Context: an optimization exercise on an open-source flow, tuned for small area, a short achievable clock period and few clock cycles per item. The choices shown serve that exercise and are no tape-out recipe. The RTL was checked by simulation tests, not by an equivalence proof against the original design.

## design/flow/design.v

```verilog
module subleq_status(
	input [7:0] da,
	input [7:0] db,
	output [7:0] r,
	output le0        
	);
wire [8:0] d = { da[7], da } - { db[7], db };
assign le0 = d[8] | (da == db);
assign r = (d[8] ^ d[7]) ? { d[8], {7{~d[8]}} } : d[7:0];
endmodule
module subleq_ram(
	input clk,
	input [39:0] ba,         
	output [63:0] bq,        
	input [7:0] wa,
	input [7:0] wd,
	input we
	);
genvar k, w;
generate
	for (k = 0; k < 8; k = k + 1) begin : bank
		wire [4:0] a = ba[5*k +: 5];
		wire [255:0] cells;
		for (w = 0; w < 32; w = w + 1) begin : word
			reg [7:0] q;
			always @ (posedge clk) begin
				if (we && (wa == {w[4:0], k[2:0]}))
					q <= wd;
			end
			assign cells[8*w +: 8] = q;
		end
		reg [7:0] acc;
		integer i;
		always @ (*) begin
			acc = 8'd0;
			for (i = 0; i < 32; i = i + 1)
				acc = acc | (cells[8*i +: 8] & {8{a == i}});
		end
		assign bq[8*k +: 8] = acc;
	end
endgenerate
endmodule
module led_io(
	input clk,
	input rst_n,
	input [7:0] wa,
	input [7:0] wd,
	input we,
	input hw_en,
	input [2:0] hw_sel,    
	input [7:0] hw_d,
	output [2:0] led  
	);
reg red;
reg green;
reg blue;
wire hw_ff = (hw_d == 8'hff);
wire w_ff = (wd == 8'hff);
always @ (posedge clk or negedge rst_n) begin
	if (~rst_n)
		red <= 1'b0;
	else if (hw_en & hw_sel[0])
		red <= hw_ff;
	else if (we && (wa == 8'hfd))
		red <= w_ff;
end
always @ (posedge clk or negedge rst_n) begin
	if (~rst_n)
		green <= 1'b0;
	else if (hw_en & hw_sel[1])
		green <= hw_ff;
	else if (we && (wa == 8'hfe))
		green <= w_ff;
end
always @ (posedge clk or negedge rst_n) begin
	if (~rst_n)
		blue <= 1'b0;
	else if (hw_en & hw_sel[2])
		blue <= hw_ff;
	else if (we && (wa == 8'hff))
		blue <= w_ff;
end
assign led = { ~red, ~blue, ~green };
endmodule
module subleq_regs_exec(
	input clk,
	input rst_n,
	output reg [39:0] ba,
	input [63:0] bq,
	output reg [7:0] wa,
	output reg [7:0] wd,
	output reg we,
	output hw_en,
	output [2:0] hw_sel,
	output [7:0] da,
	output [7:0] db,
	input [7:0] r,
	input le0,
	input [7:0] write_adr_dat,
	input cpu_start,
	input write_address_set,
	input write_data_en,
	input read_start_set,
	input read_end_set,
	input read_stop,
	input start_trush,
	input start_step,
	input quit_cmd,
	input flushing_wq,
	output reg cpust_start,
	output [55:0] cpust_snd,
	output reg rdata_snd_start,
	output [23:0] rdata_snd,
	output reg trush_running
	);
localparam S_IDLE  = 3'd0;
localparam S_PREP  = 3'd1;
localparam S_FA    = 3'd2;
localparam S_FB    = 3'd3;
localparam S_DPREP = 3'd4;
localparam S_DF    = 3'd5;
localparam S_DWAIT = 3'd6;
reg [2:0] st;
reg running;
reg tp;             
reg sec;            
reg [7:0] pc;
reg [7:0] Ar, Br, Cr;       
reg [7:0] tpc, tB, tC;      
reg [7:0] dar, dbr;
reg dx;                     
reg [7:0] dend;
function [4:0] bank_word;   
input [7:0] p;
input [2:0] k;
begin
	bank_word = p[7:3] + { 4'd0, (k < p[2:0]) };
end
endfunction
function [7:0] sel8;
input [63:0] d;
input [2:0] s;
begin
	case (s)
		3'd0 : sel8 = d[7:0];
		3'd1 : sel8 = d[15:8];
		3'd2 : sel8 = d[23:16];
		3'd3 : sel8 = d[31:24];
		3'd4 : sel8 = d[39:32];
		3'd5 : sel8 = d[47:40];
		3'd6 : sel8 = d[55:48];
		default : sel8 = d[63:56];
	endcase
end
endfunction
wire [63:0] fq;
genvar k;
generate
	for (k = 0; k < 8; k = k + 1) begin : fwd
		wire hit = we & (wa[2:0] == k) & (wa[7:3] == ba[5*k +: 5]);
		assign fq[8*k +: 8] = hit ? wd : bq[8*k +: 8];
	end
endgenerate
wire [2:0] rot = (st == S_DF) ? wa[2:0] : pc[2:0];
wire [7:0] fA = sel8(fq, rot);
wire [7:0] fB = sel8(fq, rot + 3'd1);
wire [7:0] fC = sel8(fq, rot + 3'd2);
wire conflict = (Ar[2:0] == Br[2:0]) & (Ar[7:3] != Br[7:3]);
wire [7:0] rdA = sel8(fq, Ar[2:0]);
assign da = sec ? dar : rdA;
assign db = sel8(fq, Br[2:0]);
wire [7:0] pc3 = pc + 8'd3;
wire [7:0] npc = le0 ? Cr : pc3;
wire in_fb = (st == S_FB);
wire go = ~tp | (flushing_wq & ~quit_cmd);
wire first = in_fb & conflict & ~sec & go;
wire commit = in_fb & (~conflict | sec) & go;
wire abort = tp & quit_cmd & running;
wire cont = running & ~quit_cmd;
always @ (posedge clk or negedge rst_n) begin
	if (~rst_n)
		st <= S_IDLE;
	else case (st)
		S_IDLE :
			if (cpu_start | start_step)
				st <= S_PREP;
			else if (read_end_set)
				st <= S_DPREP;
		S_PREP :
			st <= abort ? S_IDLE : S_FA;
		S_FA :
			st <= abort ? S_IDLE : S_FB;
		S_FB :
			if (abort)
				st <= S_IDLE;
			else if (commit)
				st <= cont ? S_FA : S_IDLE;
		S_DPREP :
			st <= S_DF;
		S_DF :
			st <= S_DWAIT;
		S_DWAIT :
			if (read_stop)
				st <= S_IDLE;
			else if (flushing_wq)
				st <= (dnext >= { 1'b0, dend }) ? S_IDLE : S_DPREP;
		default :
			st <= S_IDLE;
	endcase
end
always @ (posedge clk or negedge rst_n) begin
	if (~rst_n)
		sec <= 1'b0;
	else
		sec <= first;
end
always @ (posedge clk or negedge rst_n) begin
	if (~rst_n)
		running <= 1'b0;
	else if (quit_cmd)
		running <= 1'b0;
	else if (cpu_start)
		running <= 1'b1;
end
always @ (posedge clk or negedge rst_n) begin
	if (~rst_n)
		tp <= 1'b0;
	else if (commit)
		tp <= 1'b1;
	else if (flushing_wq)
		tp <= 1'b0;
end
always @ (posedge clk or negedge rst_n) begin
	if (~rst_n) begin
		cpust_start <= 1'b0;
		rdata_snd_start <= 1'b0;
	end else begin
		cpust_start <= commit;
		rdata_snd_start <= (st == S_DF);
	end
end
always @ (posedge clk or negedge rst_n) begin
	if (~rst_n)
		pc <= 8'd0;
	else if (start_trush)
		pc <= 8'd0;
	else if (cpu_start)
		pc <= write_adr_dat;
	else if (commit)
		pc <= npc;
end
wire [7:0] src = (st == S_DPREP) ? wa : pc;
integer j;
always @ (posedge clk) begin
	for (j = 0; j < 8; j = j + 1) begin
		if ((st == S_PREP) | (st == S_DPREP))
			ba[5*j +: 5] <= bank_word(src, j);
		else if ((st == S_FA) | (st == S_DF))
			ba[5*j +: 5] <= (fA[2:0] == j) ? fA[7:3] : fB[7:3];
		else if (first) begin
			if (Br[2:0] == j)
				ba[5*j +: 5] <= Br[7:3];
		end else if (commit)
			ba[5*j +: 5] <= le0 ? bank_word(Cr, j) : bank_word(pc3, j);
	end
end
always @ (posedge clk) begin
	if ((st == S_FA) | (st == S_DF)) begin
		Ar <= fA;
		Br <= fB;
		Cr <= fC;
	end
end
always @ (posedge clk) begin
	if (commit) begin
		tpc <= pc;
		tB <= Br;
		tC <= Cr;
		dbr <= db;
	end
end
always @ (posedge clk) begin
	if (first | commit)
		dar <= da;
end
always @ (posedge clk or negedge rst_n) begin
	if (~rst_n) begin
		we <= 1'b0;
		trush_running <= 1'b0;
	end else begin
		we <= commit | write_data_en | start_trush | (trush_running & (wa != 8'hff));
		if (start_trush)
			trush_running <= 1'b1;
		else if (wa == 8'hff)
			trush_running <= 1'b0;
	end
end
wire [8:0] dnext = { dx, wa } + 9'd3;
always @ (posedge clk) begin
	if (commit)
		wa <= Ar;
	else if (start_trush)
		wa <= 8'd0;
	else if (write_address_set | read_start_set)
		wa <= write_adr_dat;
	else if ((st == S_DWAIT) & flushing_wq)
		wa <= dnext[7:0];
	else if (we & ~tp)
		wa <= wa + 8'd1;
end
always @ (posedge clk) begin
	if (commit)
		wd <= r;
	else if (start_trush)
		wd <= 8'd0;
	else if (write_data_en)
		wd <= write_adr_dat;
end
always @ (posedge clk) begin
	if (read_start_set)
		dx <= 1'b0;
	else if ((st == S_DWAIT) & flushing_wq)
		dx <= dnext[8];
end
always @ (posedge clk) begin
	if (read_end_set)
		dend <= write_adr_dat;
end
assign hw_en = write_data_en;
assign hw_sel[0] = we ? (wa == 8'hfc) : (wa == 8'hfd);
assign hw_sel[1] = we ? (wa == 8'hfd) : (wa == 8'hfe);
assign hw_sel[2] = we ? (wa == 8'hfe) : (wa == 8'hff);
assign cpust_snd = { tpc, wa, tB, tC, dar, dbr, wd };
assign rdata_snd = { Ar, Br, Cr };
endmodule
module subleq_core(
	input clk,
	input rst_n,
	input [7:0] write_adr_dat,
	input cpu_start,
	input write_address_set,
	input write_data_en,
	input read_start_set,
	input read_end_set,
	input read_stop,
	input start_trush,
	input start_step,
	input quit_cmd,
	input flushing_wq,
	output cpust_start,
	output [55:0] cpust_snd,
	output rdata_snd_start,
	output [23:0] rdata_snd,
	output trush_running,
	output [2:0] led
	);
wire [39:0] ba;
wire [63:0] bq;
wire [7:0] wa;
wire [7:0] wd;
wire we;
wire hw_en;
wire [2:0] hw_sel;
wire [7:0] da, db, r;
wire le0;
led_io led_io (
	.clk(clk),
	.rst_n(rst_n),
	.wa(wa),
	.wd(wd),
	.we(we),
	.hw_en(hw_en),
	.hw_sel(hw_sel),
	.hw_d(write_adr_dat),
	.led(led)
	);
subleq_ram subleq_ram (
	.clk(clk),
	.ba(ba),
	.bq(bq),
	.wa(wa),
	.wd(wd),
	.we(we)
	);
subleq_status subleq_status (
	.da(da),
	.db(db),
	.r(r),
	.le0(le0)
	);
subleq_regs_exec subleq_regs_exec (
	.clk(clk),
	.rst_n(rst_n),
	.ba(ba),
	.bq(bq),
	.wa(wa),
	.wd(wd),
	.we(we),
	.hw_en(hw_en),
	.hw_sel(hw_sel),
	.da(da),
	.db(db),
	.r(r),
	.le0(le0),
	.write_adr_dat(write_adr_dat),
	.cpu_start(cpu_start),
	.write_address_set(write_address_set),
	.write_data_en(write_data_en),
	.read_start_set(read_start_set),
	.read_end_set(read_end_set),
	.read_stop(read_stop),
	.start_trush(start_trush),
	.start_step(start_step),
	.quit_cmd(quit_cmd),
	.flushing_wq(flushing_wq),
	.cpust_start(cpust_start),
	.cpust_snd(cpust_snd),
	.rdata_snd_start(rdata_snd_start),
	.rdata_snd(rdata_snd),
	.trush_running(trush_running)
	);
endmodule
```

## design/flow/run.sh

```bash
#!/bin/bash
# synth_recipe.tcl (not shown) runs the flow's synth.tcl, then flattens the netlist and writes it again
# the make line also repeats each setting of config.mk as NAME=value (left out here)
make -C /OpenROAD-flow-scripts/flow DESIGN_CONFIG=/design/flow/config.mk WORK_HOME=/design/flow/orfs CLKGATE_MAP_FILE= SYNTH_SCRIPT=/design/flow/synth_recipe.tcl finish
```

## design/flow/config.mk

```make
export PLATFORM = sky130hd
export DESIGN_NAME = subleq_core
export DESIGN_NICKNAME = subleq_core
export VERILOG_FILES = /design/flow/design.v
export SDC_FILE = /design/flow/constraint.sdc
export NUM_CORES = 4
export LEC_CHECK = 0
export CAP_MARGIN = 20
export CORE_MARGIN = 2
export CORE_UTILIZATION = 40
export SETUP_SLACK_MARGIN = 4
export SLEW_MARGIN = 20
```

## design/flow/constraint.sdc

```tcl
create_clock -name core_clock -period 10.0 [get_ports {clk}]
set_input_delay 2.0000 -clock core_clock [delete_from_list [all_inputs] [get_ports {clk}]]
set_output_delay 2.0000 -clock core_clock [all_outputs]
set_load 0.01 [all_outputs]
```

==> results.sh, run 1 <==
export IMPL_hold_viol=0
export IMPL_status="timing/DRC/antenna clean"
export IMPL_grt_max_degree=165
export IMPL_cap_violations=0
export IMPL_synth_xor_area_share_pct=1.253
export IMPL_nets=7398
export IMPL_hp_class="reg2reg"
export IMPL_cts_buffers=225
export IMPL_regArea_um2=65890
export IMPL_path_clk_slew_ns=0.06
export IMPL_slowest_stage="nor4_1"
export IMPL_synth_top_family_by_area="simple AND/OR/NAND/NOR gates"
export IMPL_cp_arrival_ns=6.68
export IMPL_rsz0062_at_grt="false"
export IMPL_critPathKind="reg2reg"
export IMPL_wl_um=373900
export IMPL_cp_start_kind="flop"
export IMPL_start_util_pct=40.23
export IMPL_drc=0
export IMPL_hpwl_um=235900
export IMPL_fin_setup_tns_ns=0
export IMPL_slew_headroom_pct=8.802
export IMPL_synth_avg_cell_area_um2=13.60
export IMPL_cp_max_fo=44
export IMPL_ys_flop_type="edfxtp_1"
export IMPL_drive_gt1_share_pct=16.94
export IMPL_finalCritPeriodShare_pct=60.24
export IMPL_fillers=20810
export IMPL_coreArea_um2=238100
export IMPL_clk_latency_ns=0.94
export IMPL_syn_area_um2=95780
export IMPL_min_path_cells=2
export IMPL_fp_dieW_um=493.3
export IMPL_root_buffer="clkbuf_16"
export IMPL_syn_num_nets=7130
export IMPL_synthMuxAreaShare_pct=3.412
export IMPL_reg2reg_depth=21
export IMPL_cts_tree="yes"
export IMPL_area_growth_pct=16.64
export IMPL_firstDrtPassIters=6
export IMPL_routabilityCongestion=1.001
export IMPL_postCtsHoldBufs=0
export IMPL_yosys_area_share_simple_pct=13.72
export IMPL_ys_ff_latch=2198
export IMPL_worst_ep_required_time_ns=10.66
export IMPL_grt_pass1_wl_um=514600
export IMPL_antenna_found_initial=18
export IMPL_synth_cell_types=106
export IMPL_multiInputGateArea_um2=29060
export IMPL_gr_total_overflow=0
export IMPL_finalCriticalPeriod_ns=6.024
export IMPL_htree_levels=4
export IMPL_wire_per_inst_um=35.00
export IMPL_yosys_area_share_adder_pct=0.8961
export IMPL_io_pins=106
export IMPL_crit_path_max_incr_delay_ns=0.64
export IMPL_synth_compound_area_share_pct=9.280
export IMPL_io_buffers=105
export IMPL_synth_sequential_area_ratio_pct=68.79
export IMPL_num_rows=179
export IMPL_worstMarginPinSlew_ns=1.368
export IMPL_setup_viol=0
export IMPL_vias=69530
export IMPL_grt_pass1_vias=64740
export IMPL_first_iter_violations=11220
export IMPL_finClkSkew_ns=0.1084
export IMPL_globalRouteTotalUtil_pct=29.61
export IMPL_drtAntennaViolNets=0
export IMPL_fmax_ghz=0.1660
export IMPL_clockBufferDepth=3
export IMPL_fin_util_pct=46.93
export IMPL_syn_inst=7042
export IMPL_crit_chain="buf_12 -> nor2_2 -> buf_4 -> a22o_1 -> a22o_1 -> nor4_1 -> a41o_2 -> inv_1 -> mux4_2 -> mux2i_4 -> ha_4 -> a21o_1 -> a21oi_1 -> o2111ai_2 -> o21a_4 -> o21ai_4 -> buf_6 -> nand2_1 -> nand3_1 -> a21oi_1 -> o21ai_4"
export IMPL_maxSlewViolCount=0
export IMPL_clkSinkCount=2198
export IMPL_dpl_cell_area_um2=101200
export IMPL_stdcell_area_um2=111700
export IMPL_fp_dieH_um=493.3
export IMPL_yosysWarnings=3
export IMPL_async_flop_share_pct=0.9554
export IMPL_synth_edf_count=2176
export IMPL_endpoint_kind="flop"
export IMPL_die_area_um2=243400
export IMPL_vias_per_cell=6.508
## critical path, delay by kind of cell (launching register included)
| family | cells | cell delay [ns] |
|---|---|---|
| compound gates | 10 | 2.37 |
| fa+ha+maj | 1 | 0.28 |
| simple gates | 4 | 0.85 |
| flops | 1 | 0.51 |
| mux | 2 | 0.83 |
| buf+inv | 4 | 0.85 |
## cell usage in the layout, fill, tap and decap left out, types with 67 or more instances in the layout
master,synthesis,layout
a21oi_1,174,158
mux2_2,115,115
clkbuf_16,0,230
nor2_2,2,73
edfxtp_1,2176,2176
clkdlybuf4s50_1,0,105
nand4_1,198,198
xnor2_1,71,69
and3_1,101,97
buf_4,18,380
clkinv_1,4,67
mux2i_1,148,146
nand3_1,753,743
nor2_1,499,424
a22oi_1,222,222
nand2_1,384,378
o21ai_0,184,132
## worst paths after layout
kind	start	to	slack, ns
setup / recovery	subleq_regs_exec.ba[21]	subleq_regs_exec.ba[30]	3.98
hold / removal	subleq_regs_exec.dx	subleq_regs_exec.dx	0.53
setup reg to reg	subleq_regs_exec.ba[21]	subleq_regs_exec.ba[30]	3.98
hold reg to reg	subleq_regs_exec.dx	subleq_regs_exec.dx	0.53
max in group asynchronous	rst_n	subleq_regs_exec.we	8.14
min in group asynchronous	rst_n	subleq_regs_exec.cpust_start	1.45
## sequential cells by signal, summed over array words and instances (netlist names), 3 cells and up
signal	flops
subleq_regs_exec.pc	8
subleq_regs_exec.dbr	8
subleq_regs_exec.Cr	8
subleq_ram.bank.word.q	2048
subleq_regs_exec.wa	8
subleq_regs_exec.Br	8
subleq_regs_exec.ba	40
subleq_regs_exec.Ar	8
subleq_regs_exec.tC	8
subleq_regs_exec.tB	8
subleq_regs_exec.tpc	8
subleq_regs_exec.st	3
subleq_regs_exec.dend	8
subleq_regs_exec.wd	8
subleq_regs_exec.dar	8
## Yosys cell counts, types with 18 or more instances
| library cell | instances | share of area, % |
|---|---|---|
| a2111oi_0 | 26 | 0.24 |
| a211oi_1 | 24 | 0.19 |
| a21o_1 | 19 | 0.15 |
| a21oi_1 | 174 | 0.91 |
| a221oi_1 | 27 | 0.25 |
| a22o_1 | 63 | 0.58 |
| a22oi_1 | 222 | 1.7 |
| a31oi_1 | 66 | 0.43 |
| a32o_1 | 38 | 0.40 |
| a32oi_1 | 69 | 0.63 |
| and2_1 | 40 | 0.26 |
| and3_1 | 101 | 0.66 |
| and3b_1 | 60 | 0.55 |
| and4_1 | 19 | 0.17 |
| buf_1 | 54 | 0.21 |
| buf_2 | 134 | 0.70 |
| buf_4 | 18 | 0.14 |
| clkbuf_1 | 301 | 1.2 |
| dfrtp_1 | 21 | 0.55 |
| edfxtp_1 | 2176 | 68 |
| ha_1 | 67 | 0.88 |
| inv_1 | 62 | 0.24 |
| mux2_2 | 115 | 1.4 |
| mux2i_1 | 148 | 1.5 |
| nand2_1 | 384 | 1.5 |
| nand2b_1 | 45 | 0.29 |
| nand3_1 | 753 | 3.9 |
| nand3b_1 | 53 | 0.42 |
| nand4_1 | 198 | 1.3 |
| nor2_1 | 499 | 2.0 |
| nor2b_1 | 50 | 0.33 |
| nor3_1 | 74 | 0.39 |
| nor3b_1 | 53 | 0.42 |
| nor4_1 | 66 | 0.43 |
| o2111ai_1 | 24 | 0.22 |
| o211ai_1 | 37 | 0.29 |
| o21a_1 | 19 | 0.15 |
| o21ai_0 | 184 | 0.96 |
| o22ai_1 | 46 | 0.30 |
| o31ai_1 | 26 | 0.20 |
| o32ai_1 | 19 | 0.17 |
| or3_1 | 25 | 0.16 |
| xnor2_1 | 71 | 0.65 |
| xor2_1 | 66 | 0.60 |
## layer usage
| metal | track usage (%) | routed length [um] | vias up |
|---|---|---|---|
| met2 | 44.24 | 165800 | 5075 |
| met1 | 40.64 | 143100 | 35280 |
| met3 | 7.105 | 44390 | 887 |
| met5 | 0 | 11 | - |
| met4 | 14.13 | 20590 | 2 |
| li1 | - | - | 28290 |
## stage by stage
| step | hold slack [ns] | instances | setup WS, ns |
|---|---|---|---|
| after floorplan | 0.4644 | 7042 | 3.213 |
| after global placement | 0.4841 | 10080 | 1.438 |
| after detailed placement | 0.5147 | 10080 | 2.146 |
| after CTS | 0.5234 | 10610 | 4.011 |
| after global routing | 0.5432 | 10680 | 3.949 |
| final | 0.5268 | 10680 | 3.976 |
## cell type report
class                      count  share of cell area (%)
antenna                       14                 0.03136
tap                         3167                   3.547
clock buffer                 262                   5.183
inverter                      68                  0.2352
timing repair buffer         555                   4.494
clock inverter               158                   1.525
multi-input combinational   4262                   26.01
sequential                  2198                   58.97
## cell families after synthesis
group / count (synthesis)
xor+xnor: 137
compound gates: 1239
buf+inv: 588
flops: 2198
simple gates: 2522
mux: 290
fa+ha+maj: 68
## what timing repair did
| item | CTS | global route |
|---|---|---|
| gates cloned | 5 | 8 |
| setup buffers | 106 | 45 |
| gates resized for setup | 170 | 167 |
| setup endpoints to repair | 56 | 55 |
| pin swaps | 12 | 28 |
Testbench counts, summed over its fixed seeds: cycles 49,696, instrs 24,000.
==> run 2, diff against run 1 <==
--- a/design/flow/design.v
+++ b/design/flow/design.v
@@ -166,9 +166,19 @@
 wire [7:0] fB = sel8(fq, rot + 3'd1);
 wire [7:0] fC = sel8(fq, rot + 3'd2);
 wire conflict = (Ar[2:0] == Br[2:0]) & (Ar[7:3] != Br[7:3]);
-wire [7:0] rdA = sel8(fq, Ar[2:0]);
-assign da = sec ? dar : rdA;
-assign db = sel8(fq, Br[2:0]);
+reg [7:0] ohA, ohB;
+reg [7:0] rdA, rdB;
+integer m;
+always @ (*) begin
+	rdA = { 8{sec} } & dar;
+	rdB = 8'd0;
+	for (m = 0; m < 8; m = m + 1) begin
+		rdA = rdA | ({ 8{ohA[m]} } & bq[8*m +: 8]);
+		rdB = rdB | ({ 8{ohB[m]} } & bq[8*m +: 8]);
+	end
+end
+assign da = rdA;
+assign db = rdB;
 wire [7:0] pc3 = pc + 8'd3;
 wire [7:0] npc = le0 ? Cr : pc3;
 wire in_fb = (st == S_FB);
@@ -266,6 +276,13 @@
 end
 always @ (posedge clk) begin
 	if ((st == S_FA) | (st == S_DF)) begin
+		ohA <= 8'd1 << fA[2:0];
+		ohB <= 8'd1 << fB[2:0];
+	end else if (first)
+		ohA <= 8'd0;
+end
+always @ (posedge clk) begin
+	if ((st == S_FA) | (st == S_DF)) begin
 		Ar <= fA;
 		Br <= fB;
 		Cr <= fC;
--- a/design/flow/config.mk
+++ b/design/flow/config.mk
@@ -7,6 +7,6 @@
 export LEC_CHECK = 0
 export CAP_MARGIN = 20
 export CORE_MARGIN = 2
-export CORE_UTILIZATION = 40
-export SETUP_SLACK_MARGIN = 4
+export CORE_UTILIZATION = 45
+export SETUP_SLACK_MARGIN = 5
 export SLEW_MARGIN = 20
==> results.sh, run 2 <==
export IMPL_clkSinkCount=2214
export IMPL_grt_pass1_wl_um=565300
export IMPL_area_growth_pct=18.30
export IMPL_hold_viol=0
export IMPL_root_buffer="clkbuf_16"
export IMPL_finalCritPeriodShare_pct=58.80
export IMPL_antenna_found_initial=16
export IMPL_rr_endpoint="subleq_regs_exec.ba[32]"
export IMPL_cts_buffers=228
export IMPL_finClkSkew_ns=0.05934
export IMPL_io_buffers=105
export IMPL_io_pins=106
export IMPL_yosys_area_top_type="edfxtp_1"
export IMPL_synth_cell_types=104
export IMPL_routabilityCongestion=1.015
export IMPL_critPathKind="reg2reg"
export IMPL_wl_met1_um=159000
export IMPL_firstDrtPassIters=7
export IMPL_cp_arrival_ns=6.50
export IMPL_syn_area_um2=98180
export IMPL_wl_um=411600
export IMPL_slew_headroom_pct=-5.973
export IMPL_cap_violations=1
export IMPL_final_common_cell="edfxtp_1"
export IMPL_cp_start_kind="flop"
export IMPL_drc=0
export IMPL_ys_flop_type="edfxtp_1"
export IMPL_first_iter_violations=13200
export IMPL_syn_num_nets=7268
export IMPL_synth_area_leaders="edfxtp_1 (67%), mux2i_1 (2.7%), nor2_1 (2.1%), nand3_1 (2.0%), nand2_1 (1.3%)"
export IMPL_topRoutingLayerUsed="met5"
export IMPL_worst_path_buf_inv=5
export IMPL_synth_sequential_area_ratio_pct=67.60
export IMPL_coreArea_um2=217000
export IMPL_vias_per_cell=6.886
export IMPL_endpoint_kind="flop"
export IMPL_grt_pass1_vias=68400
export IMPL_fmax_ghz=0.1701
export IMPL_clockBufferDepth=3
export IMPL_syn_inst=7180
export IMPL_fp_dieH_um=471.1
export IMPL_reg_top3="subleq_ram.bank.word.q x2048, subleq_regs_exec.ba x40"
export IMPL_num_rows=171
export IMPL_drtAntennaViolNets=0
export IMPL_start_util_pct=45.25
export IMPL_hpwl_um=258200
export IMPL_holdPathEnd="subleq_regs_exec.dx"
export IMPL_synth_most_common_cell="edfxtp_1"
export IMPL_nets=7669
export IMPL_postCtsHoldBufs=0
export IMPL_wl_met3_um=50020
export IMPL_ys_ff_latch=2214
export IMPL_met2_length_um=178500
export IMPL_worst_ep_required_time_ns=10.62
export IMPL_maxSlewViolCount=9
export IMPL_globalRouteTotalUtil_pct=36.18
export IMPL_clk_latency_ns=0.94
export IMPL_die_area_um2=221900
export IMPL_fin_setup_tns_ns=0
export IMPL_hold_slack_ns=0.5520
export IMPL_largest_reg_flops=2048
export IMPL_r2r_slack_ns=4.12
export IMPL_cts_tree="yes"
export IMPL_so_faults="max-capacitance violations, max-slew violations"
export IMPL_min_path_cells=2
export IMPL_grt_max_degree=177
export IMPL_hp_class="reg2reg"
export IMPL_finalCriticalPeriod_ns=5.880
export IMPL_fp_dieW_um=471.1
export IMPL_worstMarginPinSlew_ns=1.590
export IMPL_path_clk_slew_ns=0.07
export IMPL_crit_chain="buf_8 -> buf_12 -> buf_4 -> nor2_2 -> buf_4 -> nand3_1 -> nand4_1 -> or4_1 -> or4_4 -> a22o_1 -> a221oi_2 -> nand3_2 -> fa_2 -> a21o_1 -> a21oi_4 -> o2111ai_2 -> o21a_2 -> buf_6 -> o21ai_4 -> nor2_1 -> a211oi_2 -> o21a_1 -> o21ai_1 -> o211ai_1"
export IMPL_async_flop_share_pct=0.9485
export IMPL_cp_max_fo=9
export IMPL_htree_levels=4
export IMPL_synth_commonest_cells="edfxtp_1 (2,192), nor2_1 (543), nand3_1 (394)"
export IMPL_r2r_start="subleq_regs_exec.ba[28]"
export IMPL_synth_edf_count=2192
export IMPL_setup_viol=0
export IMPL_yosysWarnings=3
export IMPL_hp_start="subleq_regs_exec.dx"
export IMPL_top_register="subleq_ram.bank.word.q"
export IMPL_slowest_stage="o211ai_1"
export IMPL_synth_avg_cell_area_um2=13.67
export IMPL_status="failed layout checks"
export IMPL_gr_total_overflow=0
export IMPL_rsz0062_at_grt="true"
export IMPL_drive_gt1_share_pct=18.96
export IMPL_wire_per_inst_um=38.66
export IMPL_synth_top_cell_area_share_pct=67.04
export IMPL_vias=73300
export IMPL_final_cell_mix="edfxtp_1 (2,192), nor2_1 (482), buf_4 (422)"
export IMPL_crit_path_max_incr_delay_ns=0.59
export IMPL_crit_family="compound AO/OA/AOI/OAI gates"
export IMPL_cpMostUsedCell="buf_4"
export IMPL_reg2reg_depth=24
## run 2: cell types whose count changed after synthesis, sizes merged, moves of 28 or more
cell	previous run	this run
a22o	63	91
and3	102	134
nor3	76	122
nand2	384	341
a22oi	222	142
nand3	753	396
inv	64	95
nand4	198	139
a211oi	24	65
nand3b	53	95
o211ai	37	70
mux2i	148	264
a32oi	69	104
nor2	501	543
## run 2: final cells by class
cell class	instances	area, um2
clock buffer	265	5844
tap	2854	3571
sequential	2214	66370
inverter	100	397.9
clock inverter	164	1559
fill	17970	100800
timing repair buffer	688	7208
multi-input combinational	4349	31170
antenna	11	27.53
## run 2: how the worst max path moves through the flow
| stage | start | endpoint | slack (ns) | cells after the start |
|---|---|---|---|---|
| 3_5_place_dp | subleq_regs_exec.ba[9] | subleq_regs_exec.ba[31] | 2.43 | 20 |
| 2_1_floorplan | subleq_regs_exec.wd[1] | subleq_regs_exec.ba[8] | 3.74 | 10 |
| 5_1_grt | subleq_regs_exec.ba[20] | subleq_regs_exec.ba[12] | 4.07 | 30 |
| 4_1_cts | subleq_regs_exec.ba[26] | subleq_regs_exec.ba[31] | 4.38 | 22 |
| 6_report | subleq_regs_exec.ba[28] | subleq_regs_exec.ba[32] | 4.12 | 24 |
| 3_3_place_gp | subleq_regs_exec.ba[32] | subleq_regs_exec.ba[31] | 2.07 | 17 |
## run 2: worst min-delay path: cells and delay by family (launching register included)
family	cells	cell delay [ns]
flops	1	0.36
xor+xnor	1	0.09
simple gates	1	0.07
## run 2: metal layers
layer  vias up  global-route usage (%)
li1      29340                       -
met1     37220                   50.31
met2      5695                   53.08
met3      1035                   9.008
met4        10                   17.55
met5         -                       0
## run 2: stage by stage
step	setup slack [ns]	area (um2)	util, %	instances
after floorplan	3.738	98380	-	7180
after global placement	2.075	103100	47.53	9908
after detailed placement	2.429	103300	47.60	9917
after CTS	4.379	115000	52.99	10570
after global routing	4.069	116100	53.53	10640
final	4.120	116100	53.54	10650
## run 2: kinds of logic (layout without fill, tap and decap cells)
kind of cell / Yosys count / in the layout / share of synthesized area [%]
adders and majority gates: 68 / 68 / 0.8742
xor gates and xnor gates: 134 / 134 / 1.195
DFF: 2214 / 2214 / 67.60
other: 0 / 11 / 0
muxes: 374 / 374 / 3.999
and+or+nand+nor: 2335 / 2335 / 12.67
buffers and inverters: 619 / 1217 / 2.757
AOI/OAI and AO/OA: 1436 / 1438 / 10.90
## run 2: repair_timing
item                       4_1_cts  5_1_grt
setup endpoints to repair       86       63
cloned                          34        1
pin swaps                      143       82
buffers inserted               187       64
resized for setup              465      125
Testbench counts of run 2, summed over its fixed seeds: cycles 49,696, instrs 24,000.
==> run 3, diff against run 2 <==
--- a/design/flow/design.v
+++ b/design/flow/design.v
@@ -5,8 +5,20 @@
 	output le0        
 	);
 wire [8:0] d = { da[7], da } - { db[7], db };
-assign le0 = d[8] | (da == db);
 assign r = (d[8] ^ d[7]) ? { d[8], {7{~d[8]}} } : d[7:0];
+wire [7:0] ua = { ~da[7], da[6:0] };
+wire [7:0] ub = { ~db[7], db[6:0] };
+reg lt, eq;
+integer i;
+always @ (*) begin
+	lt = 1'b0;
+	eq = 1'b1;
+	for (i = 7; i >= 0; i = i - 1) begin
+		lt = lt | (eq & ~ua[i] & ub[i]);
+		eq = eq & ~(ua[i] ^ ub[i]);
+	end
+end
+assign le0 = lt | eq;
 endmodule
 module subleq_ram(
 	input clk,
==> results.sh, run 3 <==
export IMPL_crit_family="compound AO/OA/AOI/OAI gates"
export IMPL_rsz0062_at_grt="true"
export IMPL_hp_start="subleq_regs_exec.dx"
export IMPL_slowest_stage="a222oi_1"
export IMPL_fmax_ghz=0.1781
export IMPL_yosysWarnings=4
export IMPL_syn_num_nets=7144
export IMPL_drive_gt1_share_pct=22.17
export IMPL_postCtsHoldBufs=0
export IMPL_routabilityCongestion=0.9995
export IMPL_finalCritPeriodShare_pct=56.15
export IMPL_antenna_found_initial=32
export IMPL_holdPathEnd="subleq_regs_exec.dx"
export IMPL_hold_slack_ns=0.5075
export IMPL_cp_start_kind="flop"
export IMPL_setup_viol=0
export IMPL_regArea_um2=66370
export IMPL_fp_dieW_um=470.2
export IMPL_multiInputGateArea_um2=31410
export IMPL_final_common_cell="edfxtp_1"
export IMPL_worst_ep_required_time_ns=10.71
export IMPL_hp_class="reg2reg"
export IMPL_globalRouteTotalUtil_pct=36.71
export IMPL_yosys_area_top_type="edfxtp_1"
export IMPL_die_area_um2=221100
export IMPL_io_pins=106
export IMPL_firstDrtPassIters=6
export IMPL_vias=73040
export IMPL_syn_area_um2=97820
export IMPL_path_clk_slew_ns=0.06
export IMPL_fp_dieH_um=470.2
export IMPL_synth_cell_types=108
export IMPL_start_util_pct=45.18
export IMPL_async_flop_share_pct=0.9485
export IMPL_synth_commonest_cells="edfxtp_1 (2,192), nor2_1 (506), nand3_1 (403)"
export IMPL_worstMarginPinSlew_ns=1.267
export IMPL_placed_cells=9840
export IMPL_drtAntennaViolNets=0
export IMPL_topRoutingLayerUsed="met5"
export IMPL_fin_setup_tns_ns=0
export IMPL_finClkSkew_ns=0.06501
export IMPL_clk_latency_ns=0.93
export IMPL_met2_length_um=183800
export IMPL_rr_endpoint="subleq_regs_exec.ba[37]"
export IMPL_vias_per_cell=6.869
export IMPL_synth_area_leaders="edfxtp_1 (67%), mux2i_1 (2.4%), mux2_2 (2.1%), nand3_1 (2.1%), nor2_1 (1.9%)"
export IMPL_maxSlewViolCount=0
export IMPL_gr_total_overflow=0
export IMPL_worst_path_buf_inv=8
export IMPL_finalCriticalPeriod_ns=5.615
export IMPL_critPathKind="reg2reg"
export IMPL_cap_violations=0
export IMPL_min_path_cells=2
export IMPL_syn_inst=7056
export IMPL_reg2reg_depth=24
export IMPL_status="timing/DRC/antenna clean"
export IMPL_drc=0
export IMPL_endpoint_kind="flop"
export IMPL_synth_sequential_area_ratio_pct=67.85
export IMPL_coreArea_um2=216500
export IMPL_synth_most_common_cell="edfxtp_1"
export IMPL_num_rows=171
export IMPL_clkSinkCount=2214
export IMPL_crit_chain="buf_8 -> buf_16 -> buf_8 -> buf_4 -> nor2_1 -> a22oi_1 -> o22ai_1 -> a211oi_1 -> nand3_2 -> a222oi_1 -> nand3_2 -> ha_4 -> nand2_4 -> nor2_4 -> nand3_4 -> buf_6 -> a221oi_4 -> a211o_4 -> nor3_4 -> buf_6 -> buf_6 -> buf_6 -> a211oi_4 -> a2bb2oi_4"
export IMPL_synth_edf_count=2192
export IMPL_cp_max_fo=7
export IMPL_crit_path_max_incr_delay_ns=0.59
export IMPL_grt_pass1_wl_um=568500
export IMPL_htree_levels=4
export IMPL_cp_arrival_ns=6.32
export IMPL_final_cell_mix="edfxtp_1 (2,192), buf_4 (507), nor2_1 (442)"
export IMPL_cts_tree="yes"
export IMPL_grt_pass1_vias=68390
export IMPL_cts_buffers=227
export IMPL_ys_flop_type="edfxtp_1"
export IMPL_area_growth_pct=20.04
export IMPL_wl_met3_um=48760
export IMPL_hpwl_um=270700
export IMPL_cpMostUsedCell="buf_6"
export IMPL_io_buffers=105
export IMPL_r2r_start="subleq_regs_exec.ba[9]"
export IMPL_fillers=17810
export IMPL_wire_per_inst_um=39.46
export IMPL_top_register="subleq_ram.bank.word.q"
export IMPL_slew_headroom_pct=15.19
export IMPL_synth_top_cell_area_share_pct=67.29
export IMPL_fin_cells=10630
export IMPL_reg_top3="subleq_ram.bank.word.q x2048, subleq_regs_exec.ba x40"
export IMPL_first_iter_violations=12180
export IMPL_wl_met1_um=161500
export IMPL_ys_ff_latch=2214
export IMPL_r2r_slack_ns=4.39
export IMPL_hold_viol=0
export IMPL_clockBufferDepth=3
export IMPL_largest_reg_flops=2048
export IMPL_synth_avg_cell_area_um2=13.86
export IMPL_wl_um=419600
export IMPL_nets=7663
export IMPL_root_buffer="clkbuf_16"
export IMPL_grt_max_degree=174
-- run 3: changes by cell type in the layout (fill, tap and decap cells not counted), moves of 19 or more --
cell,previous run,this run
a211oi_1,45,22
nor4_1,65,41
o32ai_1,38,16
nor2_1,482,442
nand3b_1,95,74
buf_6,58,77
mux2_2,106,180
buf_4,422,507
o211ai_1,70,33
mux2i_1,252,222
a22oi_1,139,160
clkinv_1,65,38
-- run 3: worst max-delay path by stage --
stage,startpoint,end,cells past startpoint
after floorplan,subleq_regs_exec.wd[1],subleq_regs_exec.ba[12],7
after global placement,subleq_regs_exec.ba[1],subleq_regs_exec.ba[29],22
after detailed placement,subleq_regs_exec.ba[1],subleq_regs_exec.ba[29],22
after CTS,subleq_regs_exec.ba[15],subleq_regs_exec.ba[13],23
after global routing,subleq_regs_exec.ba[26],subleq_regs_exec.ba[36],23
final,subleq_regs_exec.ba[9],subleq_regs_exec.ba[37],24
-- run 3: logic make-up after synthesis --
family / after synthesis / synth area share, %
compound gates: 1379 / 10.48
buf+inv: 597 / 2.585
simple gates: 2225 / 12.10
xor+xnor: 136 / 1.218
mux: 437 / 4.891
flops: 2214 / 67.85
fa+ha+maj: 68 / 0.8775
-- run 3: cell type report --
| type | count | area share (%) |
|---|---|---|
| repair buffers | 795 | 6.834 |
| clock inverters | 159 | 1.537 |
| diodes | 12 | 0.02557 |
| inverters | 91 | 0.3101 |
| multi-input cells | 4246 | 26.75 |
| clock buffers | 263 | 4.978 |
| flip-flops and latches | 2214 | 56.52 |
| well taps | 2854 | 3.041 |
-- run 3: stage by stage --
stage	util (%)	cell area (um2)	worst slack, ns
floorplan	-	97830	4.175
global placement	47.54	102900	1.681
detailed placement	47.60	103100	1.692
CTS	53.50	115800	4.569
global route	54.22	117400	4.364
finish	54.23	117400	4.385
-- run 3: timing repair --
action	CTS	global route
resized for setup	527	167
setup endpoints to repair	94	64
hold endpoints to repair	0	0
pin swaps	182	116
gates cloned	23	8
setup buffers	254	72
-- run 3: routing by layer --
metal | up-vias | track usage [%]
met2 | 5746 | 54.32
met5 | - | 0
met4 | 18 | 18.89
met1 | 37170 | 50.99
li1 | 29110 | -
met3 | 996 | 7.973
-- run 3: tightest hold or removal path: stages, from the launching register on --
cell,delay (ns)
dfxtp_1,0.33
o21ai_0,0.07
a21oi_1,0.06
Testbench counts of run 3, summed over its fixed seeds: cycles 49,696, instrs 24,000.
==> run 4, diff against run 3 <==
==> design/flow/config.mk (replaced) <==
export PLATFORM = sky130hd
export DESIGN_NAME = subleq_core
export DESIGN_NICKNAME = subleq_core
export VERILOG_FILES = /design/flow/design.v
export SDC_FILE = /design/flow/constraint.sdc
export NUM_CORES = 4
export LEC_CHECK = 0
export CAP_MARGIN = 40
export CORE_MARGIN = 2
export CORE_UTILIZATION = 55
export CTS_CLUSTER_DIAMETER = 60
export CTS_CLUSTER_SIZE = 20
export SETUP_SLACK_MARGIN = 5
export SLEW_MARGIN = 40
==> results.sh, run 4 <==
export IMPL_io_pins=106
export IMPL_rsz0062_at_grt="true"
export IMPL_endpoint_kind="flop"
export IMPL_gr_total_overflow=0
export IMPL_syn_area_um2=97820
export IMPL_nets=7488
export IMPL_first_iter_violations=12780
export IMPL_synth_cell_types=108
export IMPL_final_cell_mix="edfxtp_1 (2,192), buf_4 (413), nand3_1 (380)"
export IMPL_slowest_stage="o221ai_2"
export IMPL_reg2reg_depth=21
export IMPL_syn_inst=7056
export IMPL_vias=72560
export IMPL_hold_viol=0
export IMPL_synth_top_cell_area_share_pct=67.29
export IMPL_fin_setup_tns_ns=0
export IMPL_globalRouteTotalUtil_pct=42.75
export IMPL_drc=0
export IMPL_grt_max_degree=142
export IMPL_ys_flop_type="edfxtp_1"
export IMPL_cts_buffers=161
export IMPL_fin_cells=9858
export IMPL_slew_headroom_pct=37.07
export IMPL_synth_area_leaders="edfxtp_1 (67%), mux2i_1 (2.4%), mux2_2 (2.1%), nand3_1 (2.1%), nor2_1 (1.9%)"
export IMPL_wl_um=395800
export IMPL_synth_edf_count=2192
export IMPL_placed_cells=9289
export IMPL_largest_reg_flops=2048
export IMPL_min_path_cells=2
export IMPL_cp_arrival_ns=6.03
export IMPL_clockBufferDepth=3
export IMPL_wire_per_inst_um=40.15
export IMPL_start_util_pct=55.42
export IMPL_grt_pass1_wl_um=540200
export IMPL_firstDrtPassIters=9
export IMPL_status="timing/DRC/antenna clean"
export IMPL_finClkSkew_ns=0.05649
export IMPL_fp_dieW_um=425.7
export IMPL_synth_commonest_cells="edfxtp_1 (2,192), nor2_1 (506), nand3_1 (403)"
export IMPL_setup_viol=0
export IMPL_fp_dieH_um=425.7
export IMPL_maxSlewViolCount=0
export IMPL_coreArea_um2=176500
export IMPL_worst_ep_required_time_ns=10.57
export IMPL_crit_cells=21
export IMPL_cp_max_fo=9
export IMPL_io_buffers=105
export IMPL_vias_per_cell=7.360
export IMPL_crit_family="compound AO/OA/AOI/OAI gates"
export IMPL_clk_latency_ns=0.87
export IMPL_path_clk_slew_ns=0.08
export IMPL_stdcell_area_um2=114000
export IMPL_synth_most_common_cell="edfxtp_1"
export IMPL_worst_path_buf_inv=6
export IMPL_fmax_ghz=0.1832
export IMPL_grt_pass1_vias=67200
export IMPL_synth_avg_cell_area_um2=13.86
export IMPL_routabilityCongestion=1.035
export IMPL_drtAntennaViolNets=0
export IMPL_num_rows=154
export IMPL_cap_violations=0
export IMPL_critPathKind="reg2reg"
export IMPL_antenna_found_initial=15
export IMPL_final_common_cell="edfxtp_1"
export IMPL_finalCritPeriodShare_pct=54.58
export IMPL_htree_levels=4
export IMPL_finalCriticalPeriod_ns=5.458
export IMPL_synth_sequential_area_ratio_pct=67.85
export IMPL_yosys_area_top_type="edfxtp_1"
export IMPL_hpwl_um=253900
export IMPL_reg_top3="subleq_ram.bank.word.q x2048, subleq_regs_exec.ba x40"
export IMPL_root_buffer="clkbuf_16"
export IMPL_crit_chain="buf_12 -> buf_4 -> nor2b_2 -> buf_4 -> a22o_1 -> a32oi_1 -> o221ai_2 -> o21ai_0 -> o21ai_1 -> or3_4 -> ha_4 -> nand2_4 -> and3_4 -> a221oi_4 -> a211oi_4 -> buf_12 -> nand3_4 -> buf_12 -> buf_6 -> mux2i_2 -> o32a_4"
export IMPL_drive_gt1_share_pct=22.17
export IMPL_worstMarginPinSlew_ns=0.9439
export IMPL_cp_start_kind="flop"
export IMPL_cpMostUsedCell="buf_12"
export IMPL_die_area_um2=181200
export IMPL_clkSinkCount=2214
export IMPL_yosysWarnings=4
export IMPL_async_flop_share_pct=0.9485
export IMPL_hp_class="reg2reg"
export IMPL_area_growth_pct=16.58
export IMPL_ys_ff_latch=2214
export IMPL_top_register="subleq_ram.bank.word.q"
export IMPL_syn_num_nets=7144
export IMPL_crit_path_max_incr_delay_ns=0.59
export IMPL_r2r_slack_ns=4.54
export IMPL_dpl_cell_area_um2=102900
export IMPL_cts_tree="yes"
[run 4: cell count changes in the layout (fill, tap and decap cells not counted), sizes merged]
cell | previous run | this run
inv | 92 | 110
clkdlybuf4s50 | 104 | 103
diode | 12 | 7
buf | 670 | 565
bufinv | 29 | 17
clkinvlp | 28 | 12
clkbuf | 271 | 196
and2 | 49 | 48
clkinv | 101 | 39
bufbuf | 13 | 10
[run 4: kinds of logic (layout without fill, tap and decap cells)]
family | count (synthesis) | after routing | synth area share [%]
AO/OA/AOI/OAI | 1379 | 1379 | 10.48
XOR/XNOR | 136 | 136 | 1.218
adder cells (fa/ha/maj) | 68 | 68 | 0.8775
buffers and inverters | 597 | 1052 | 2.585
flip-flops | 2214 | 2214 | 67.85
multiplexers | 437 | 437 | 4.891
other | 0 | 7 | 0
AND/OR/NAND/NOR | 2225 | 2225 | 12.10
[run 4: path summary, 6_finish.rpt]
| path | from | to |
|---|---|---|
| min in group asynchronous | rst_n | led_io.blue |
| hold reg to reg | subleq_regs_exec.dx | subleq_regs_exec.dx |
| max in group asynchronous | rst_n | subleq_regs_exec.running |
| hold / removal | subleq_regs_exec.dx | subleq_regs_exec.dx |
| setup reg to reg | subleq_regs_exec.ba[1] | subleq_regs_exec.ba[35] |
| setup / recovery | subleq_regs_exec.ba[1] | subleq_regs_exec.ba[35] |
[run 4: through the flow]
stage                     setup slack (ns)  hold slack (ns)  util, %
final                                4.542           0.5188    64.61
after global routing                 4.521           0.5256    64.60
after CTS                            4.621           0.5154    63.73
after detailed placement             2.267           0.5056    58.28
after global placement               1.824           0.4831    57.76
after floorplan                      4.175           0.4231        -
[run 4: what timing repair did]
item,CTS,global route
hold buffers,0,0
endpoints found under the hold margin,0,0
cloned,18,9
resized for setup,453,171
pin swaps,155,98
buffers inserted,209,49
endpoints found under the setup margin,77,57
[run 4: layout make-up]
class	instances	area, um2
fillers	13140	62470
inverters	91	364.1
diodes	7	17.52
well taps	2340	2928
multi-input cells	4245	31890
clock buffers	187	4274
repair buffers	687	7038
clock inverters	87	1154
flip-flops and latches	2214	66370
[run 4: worst min-delay path, cell delays in order (launching register included)]
cell and delay [ns]:
dfxtp_1 0.33, o21ai_0 0.08, a21oi_1 0.07
[run 4: per-layer routing]
| layer | wire [um] | global-route usage (%) | vias up | share of wire (%) |
|---|---|---|---|---|
| li1 | - | - | 28650 | - |
| met3 | 50880 | 11.00 | 1295 | 13 |
| met2 | 171800 | 63.00 | 6199 | 43 |
| met5 | 89 | 0 | - | 0.022 |
| met4 | 28060 | 23.94 | 14 | 7.1 |
| met1 | 145000 | 58.05 | 36400 | 37 |
==> run 5, diff against run 4 <==
--- a/design/flow/config.mk
+++ b/design/flow/config.mk
@@ -10,5 +10,5 @@
 export CORE_UTILIZATION = 55
 export CTS_CLUSTER_DIAMETER = 60
 export CTS_CLUSTER_SIZE = 20
-export SETUP_SLACK_MARGIN = 5
+export SETUP_SLACK_MARGIN = 4.5
 export SLEW_MARGIN = 40
==> results.sh, run 5 <==
export IMPL_synth_avg_cell_area_um2=13.86
export IMPL_cts_tree="yes"
export IMPL_rsz0062_at_grt="true"
export IMPL_drc=0
export IMPL_first_iter_violations=12620
export IMPL_async_flop_share_pct=0.9485
export IMPL_wl_um=393800
export IMPL_grt_pass1_wl_um=539000
export IMPL_io_buffers=105
export IMPL_synth_most_common_cell="edfxtp_1"
export IMPL_setup_viol=0
export IMPL_reg_top3="subleq_ram.bank.word.q x2048, subleq_regs_exec.ba x40"
export IMPL_synth_cell_types=108
export IMPL_finClkSkew_ns=0.04153
export IMPL_cp_max_fo=17
export IMPL_fmax_ghz=0.1772
export IMPL_r2r_start="subleq_regs_exec.ba[9]"
export IMPL_fp_dieW_um=425.7
export IMPL_finalCritPeriodShare_pct=56.43
export IMPL_yosys_area_top_type="edfxtp_1"
export IMPL_fp_dieH_um=425.7
export IMPL_vias_per_cell=7.298
export IMPL_syn_num_nets=7144
export IMPL_final_cell_mix="edfxtp_1 (2,192), buf_4 (439), nand3_1 (384)"
export IMPL_status="timing/DRC/antenna clean"
export IMPL_vias=71990
export IMPL_firstDrtPassIters=7
export IMPL_ys_ff_latch=2214
export IMPL_critPathKind="reg2reg"
export IMPL_path_clk_slew_ns=0.07
export IMPL_clkSinkCount=2214
export IMPL_yosysWarnings=4
export IMPL_htree_levels=4
export IMPL_worst_ep_required_time_ns=10.68
export IMPL_coreArea_um2=176500
export IMPL_maxSlewViolCount=0
export IMPL_hold_viol=0
export IMPL_final_common_cell="edfxtp_1"
export IMPL_ys_flop_type="edfxtp_1"
export IMPL_fin_setup_tns_ns=0
export IMPL_fin_ws_ns=4.357
export IMPL_area_growth_pct=16.33
export IMPL_cp_arrival_ns=6.32
export IMPL_rr_endpoint="subleq_regs_exec.ba[28]"
export IMPL_globalRouteTotalUtil_pct=42.72
export IMPL_worstMarginPinSlew_ns=0.9638
export IMPL_syn_inst=7056
export IMPL_hp_class="reg2reg"
export IMPL_syn_area_um2=97820
export IMPL_synth_sequential_area_ratio_pct=67.85
export IMPL_grt_pass1_vias=66760
export IMPL_postCtsHoldBufs=0
export IMPL_largest_reg_flops=2048
export IMPL_gr_total_overflow=0
export IMPL_finalCriticalPeriod_ns=5.643
export IMPL_r2r_slack_ns=4.36
export IMPL_antenna_found_initial=12
export IMPL_nets=7499
export IMPL_fin_cells=9864
export IMPL_drive_gt1_share_pct=21.65
export IMPL_clockBufferDepth=3
export IMPL_num_rows=154
export IMPL_synth_area_leaders="edfxtp_1 (67%), mux2i_1 (2.4%), mux2_2 (2.1%), nand3_1 (2.1%), nor2_1 (1.9%)"
export IMPL_pre_cts_ws_ns=2.290
export IMPL_cts_buffers=160
export IMPL_grt_max_degree=157
export IMPL_endpoint_kind="flop"
export IMPL_min_path_cells=2
export IMPL_synth_top_cell_area_share_pct=67.29
export IMPL_synth_edf_count=2192
export IMPL_slew_headroom_pct=35.75
export IMPL_fillers=12960
export IMPL_routabilityCongestion=1.039
export IMPL_io_pins=106
export IMPL_holdPathEnd="subleq_regs_exec.dx"
export IMPL_root_buffer="clkbuf_16"
export IMPL_cp_start_kind="flop"
export IMPL_placed_cells=9315
export IMPL_clk_latency_ns=0.88
export IMPL_hold_slack_ns=0.5062
export IMPL_drtAntennaViolNets=0
export IMPL_top_register="subleq_ram.bank.word.q"
export IMPL_cap_violations=0
export IMPL_start_util_pct=55.42
export IMPL_reg2reg_depth=27
export IMPL_hpwl_um=255800
export IMPL_hp_start="subleq_regs_exec.dx"
export IMPL_wire_per_inst_um=39.92
export IMPL_die_area_um2=181200
export IMPL_synth_commonest_cells="edfxtp_1 (2,192), nor2_1 (506), nand3_1 (403)"
[run 5: cell counts after synthesis]
No cell type changed its count.
[run 5: timing repair]
action                     4_1_cts  5_1_grt
setup endpoints to repair       56       51
gates resized for setup        399      149
pin swaps                       92       82
cloned                          18        6
buffers inserted               193       53
[run 5: kinds of logic after synthesis]
| family | synth area share [%] |
|---|---|
| AND/OR/NAND/NOR | 12.10 |
| flip-flops | 67.85 |
| AO/OA/AOI/OAI | 10.48 |
| buffers and inverters | 2.585 |
| multiplexers | 4.891 |
| XOR/XNOR | 1.218 |
| adder cells (fa/ha/maj) | 0.8775 |
[run 5: area by class of cell]
cell class | instances | area [um2] | area share [%]
diodes | 9 | 22.52 | 0.01979
multi-input cells | 4246 | 31760 | 27.91
clock inverters | 89 | 1052 | 0.9247
inverters | 91 | 362.8 | 0.3189
repair buffers | 698 | 7037 | 6.184
clock buffers | 177 | 4259 | 3.743
well taps | 2340 | 2928 | 2.573
flip-flops and latches | 2214 | 66370 | 58.33
[run 5: worst max-delay path by stage]
| stage | from | end | slack, ns | cells after the start |
|---|---|---|---|---|
| 2_1_floorplan | subleq_regs_exec.wd[1] | subleq_regs_exec.ba[12] | 4.17 | 7 |
| 3_3_place_gp | subleq_regs_exec.ba[6] | subleq_regs_exec.ba[39] | 1.83 | 18 |
| 3_5_place_dp | subleq_regs_exec.ba[33] | subleq_regs_exec.ba[39] | 2.29 | 21 |
| 4_1_cts | subleq_regs_exec.wa[0] | subleq_regs_exec.ba[18] | 4.48 | 15 |
| 5_1_grt | subleq_regs_exec.ba[6] | subleq_regs_exec.ba[36] | 4.34 | 25 |
| 6_report | subleq_regs_exec.ba[9] | subleq_regs_exec.ba[28] | 4.36 | 27 |
[run 5: critical path, stage by stage (launching register included)]
cell and delay (ns):
edfxtp_1 0.38, buf_4 0.16, buf_12 0.15, buf_4 0.17, nand3_1 0.16, nor3_1 0.10
nor3_1 0.39, o211ai_1 0.22, or4_4 0.57, buf_12 0.18, a222oi_1 0.33, o221a_2 0.25
nand4_1 0.12, inv_2 0.11, ha_4 0.16, nand2_4 0.06, nor2_4 0.17, nand3_4 0.12
a221oi_4 0.29, a211oi_4 0.07, buf_6 0.15, buf_12 0.12, nand3_4 0.05, buf_12 0.12
buf_8 0.11, buf_4 0.15, mux2i_2 0.33, a21o_1 0.27
[run 5: per-layer routing]
metal / track usage [%] / share of wire [%] / vias to the layer above
met5: 0 / 0.020 / -
met4: 23.67 / 6.9 / 10
met3: 11.63 / 13 / 1162
met2: 62.48 / 43 / 6210
met1: 58.10 / 36 / 35950
li1: - / - / 28660
[run 5: per-stage QoR]
step | instance area [um2] | util, %
after floorplan | 97830 | -
after global routing | 113800 | 64.46
final | 113800 | 64.47
after detailed placement | 103100 | 58.41
after global placement | 102200 | 57.92
after CTS | 112300 | 63.61
==> run 6, diff against run 5 <==
--- a/design/flow/config.mk
+++ b/design/flow/config.mk
@@ -7,8 +7,8 @@
 export LEC_CHECK = 0
 export CAP_MARGIN = 40
 export CORE_MARGIN = 2
-export CORE_UTILIZATION = 55
+export CORE_UTILIZATION = 60
 export CTS_CLUSTER_DIAMETER = 60
 export CTS_CLUSTER_SIZE = 20
-export SETUP_SLACK_MARGIN = 4.5
+export SETUP_SLACK_MARGIN = 5
 export SLEW_MARGIN = 40
==> results.sh, run 6 <==
export IMPL_fin_ws_ns=4.365
export IMPL_vias=73110
export IMPL_drtAntennaViolNets=0
export IMPL_synth_top_family_by_area="simple AND/OR/NAND/NOR gates"
export IMPL_antenna_found_initial=16
export IMPL_routabilityCongestion=1.032
export IMPL_ys_flop_type="edfxtp_1"
export IMPL_worstMarginPinSlew_ns=1.136
export IMPL_yosys_area_share_adder_pct=0.8775
export IMPL_setup_viol=0
export IMPL_largest_reg_flops=2048
export IMPL_cts_buffers=159
export IMPL_reg_top3="subleq_ram.bank.word.q x2048, subleq_regs_exec.ba x40"
export IMPL_nets=7474
export IMPL_hold_slack_ns=0.5378
export IMPL_finalCritPeriodShare_pct=56.35
export IMPL_cap_violations=0
export IMPL_synth_edf_count=2192
export IMPL_endpoint_kind="flop"
export IMPL_fp_dieH_um=407.8
export IMPL_drive_gt1_share_pct=21.32
export IMPL_wl_um=386000
export IMPL_die_area_um2=166300
export IMPL_synth_area_leaders="edfxtp_1 (67%), mux2i_1 (2.4%), mux2_2 (2.1%), nand3_1 (2.1%), nor2_1 (1.9%)"
export IMPL_final_common_cell="edfxtp_1"
export IMPL_vias_per_cell=7.555
export IMPL_status="timing/DRC/antenna clean"
export IMPL_syn_area_um2=97820
export IMPL_area_growth_pct=15.74
export IMPL_clockBufferDepth=3
export IMPL_yosys_area_top_type="edfxtp_1"
export IMPL_worst_ep_required_time_ns=10.62
export IMPL_synth_top_cell_area_share_pct=67.29
export IMPL_finalCriticalPeriod_ns=5.635
export IMPL_fin_setup_tns_ns=0
export IMPL_rsz0062_at_grt="true"
export IMPL_cts_tree="yes"
export IMPL_slew_headroom_pct=22.30
export IMPL_num_rows=148
export IMPL_synth_cell_types=108
export IMPL_syn_inst=7056
export IMPL_fin_util_pct=69.71
export IMPL_maxSlewViolCount=0
export IMPL_synth_avg_cell_area_um2=13.86
export IMPL_grt_pass1_vias=68220
export IMPL_grt_max_degree=128
export IMPL_cp_start_kind="flop"
export IMPL_wire_per_inst_um=39.89
export IMPL_first_iter_violations=14730
export IMPL_synth_xor_area_share_pct=1.218
export IMPL_syn_num_nets=7144
export IMPL_grt_pass1_wl_um=531900
export IMPL_globalRouteTotalUtil_pct=45.46
export IMPL_cp_arrival_ns=6.25
export IMPL_path_clk_slew_ns=0.08
export IMPL_async_flop_share_pct=0.9485
export IMPL_clkSinkCount=2214
export IMPL_finClkSkew_ns=0.03356
export IMPL_synth_most_common_cell="edfxtp_1"
export IMPL_clk_latency_ns=0.87
export IMPL_final_cell_mix="edfxtp_1 (2,192), buf_4 (407), nand3_1 (386)"
export IMPL_drc=0
export IMPL_fp_dieW_um=407.8
export IMPL_hold_viol=0
export IMPL_top_register="subleq_ram.bank.word.q"
export IMPL_firstDrtPassIters=12
export IMPL_ys_ff_latch=2214
export IMPL_synth_commonest_cells="edfxtp_1 (2,192), nor2_1 (506), nand3_1 (403)"
export IMPL_root_buffer="clkbuf_16"
export IMPL_io_pins=106
export IMPL_hp_class="reg2reg"
export IMPL_fmax_ghz=0.1775
export IMPL_yosysWarnings=4
export IMPL_start_util_pct=60.23
export IMPL_io_buffers=105
export IMPL_gr_total_overflow=0
export IMPL_synthMuxAreaShare_pct=4.891
export IMPL_synth_sequential_area_ratio_pct=67.85
export IMPL_cp_max_fo=44
export IMPL_critPathKind="reg2reg"
export IMPL_synth_compound_area_share_pct=10.48
export IMPL_yosys_area_share_simple_pct=12.10
export IMPL_pre_cts_ws_ns=2.766
export IMPL_coreArea_um2=162400
export IMPL_hpwl_um=245200
export IMPL_htree_levels=4
## run 6: what timing repair did
item / CTS / global route
setup endpoints to repair: 71 / 56
hold buffers: 0 / 0
pin swaps: 155 / 96
gates cloned: 22 / 5
gates resized for setup: 411 / 157
setup buffers: 209 / 45
## run 6: final cells by class
cell class	count	area, um2
sequential	2214	66370
fill	11170	49190
multi-input combinational	4245	31460
timing repair buffer	675	6953
clock buffer	176	4190
tap	2175	2721
clock inverter	93	1137
inverter	91	357.8
antenna	8	20.02
## run 6: logic make-up after synthesis
kind of cell               Yosys count
AOI/OAI and AO/OA                 1379
xor gates and xnor gates           136
adders and majority gates           68
buffers and inverters              597
DFF                               2214
muxes                              437
and+or+nand+nor                   2225
## run 6: metrics by stage
step           instance area [um2]  std cells
6_report                    113200       9677
5_1_grt                     113200       9670
4_1_cts                     111900       9617
3_5_place_dp                102500       9117
3_3_place_gp                101700       9107
2_1_floorplan                97830       7056
## run 6: final timing paths
kind                                          from  cells past startpoint                      end  slack [ns]
max in group asynchronous                    rst_n                      2   subleq_regs_exec.pc[6]        8.10
max                        subleq_regs_exec.ba[24]                     24  subleq_regs_exec.ba[19]        4.37
min in group asynchronous                    rst_n                      2               led_io.red        1.55
max reg2reg                subleq_regs_exec.ba[24]                     24  subleq_regs_exec.ba[19]        4.37
min reg2reg                    subleq_regs_exec.dx                      2      subleq_regs_exec.dx        0.54
min                            subleq_regs_exec.dx                      2      subleq_regs_exec.dx        0.54
## run 6: worst max-delay path: stages, from the launching register on
cell,delay (ns)
edfxtp_1,0.43
clkbuf_8,0.32
and3_1,0.24
o21ai_0,0.46
a21oi_1,0.14
nor4_1,0.57
o2111ai_2,0.19
buf_4,0.22
a221oi_1,0.37
nand3_1,0.22
ha_4,0.35
nand2_4,0.06
nor2_4,0.18
nand3_2,0.10
nor2_2,0.12
o31ai_1,0.07
o22ai_1,0.22
buf_4,0.17
nor2b_4,0.06
buf_12,0.15
nand3_4,0.12
buf_12,0.15
buf_6,0.11
mux2i_4,0.24
o21ai_2,0.09
## run 6: per-layer routing
layer,part of all wire (%),wire length (um),up-vias,track usage (%)
li1,-,-,28610,-
met1,35,135400,35840,61.78
met2,42,161200,7145,64.19
met3,16,60530,1502,15.61
met4,7.4,28400,14,25.63
met5,0.13,509,-,0

## re-timing with driven ports
In the flow no input, the clock included, has a driving cell. The finished layouts below were timed again as built, in two steps.
Step 1 sets driving cells, clkbuf_16 on the clock port and buf_2 on the other inputs (assumed; they add their load-dependent delay and slew).
Step 2 moves the port delays by t, midway between the first and last clock arrival at a register: inputs arrive t later, outputs are due t later. That takes back most of the time a late clock gives input paths.
a / b / c = ideal / step 1 / step 2; a / b = the first two.
run | shift t [ns] | slack for setup (ns) | slew at the worst register clock pin (ns)
run 1 | 0.990 | 3.976 / 3.976 / 3.702 | 0.07 / 0.07
run 2 | 0.998 | 4.120 / 4.120 / 4.120 | 0.08 / 0.08
run 3 | 0.992 | 4.385 / 4.385 / 3.889 | 0.07 / 0.07
run 4 | 0.941 | 4.542 / 4.542 / 3.679 | 0.09 / 0.09
run 5 | 0.958 | 4.357 / 4.357 / 3.910 | 0.09 / 0.09
run 6 | 0.942 | 4.365 / 4.365 / 4.076 | 0.09 / 0.09
The setup slack of run 4, which loses most, moves by 0.000 ns with the drivers and by -0.863 ns with both steps.
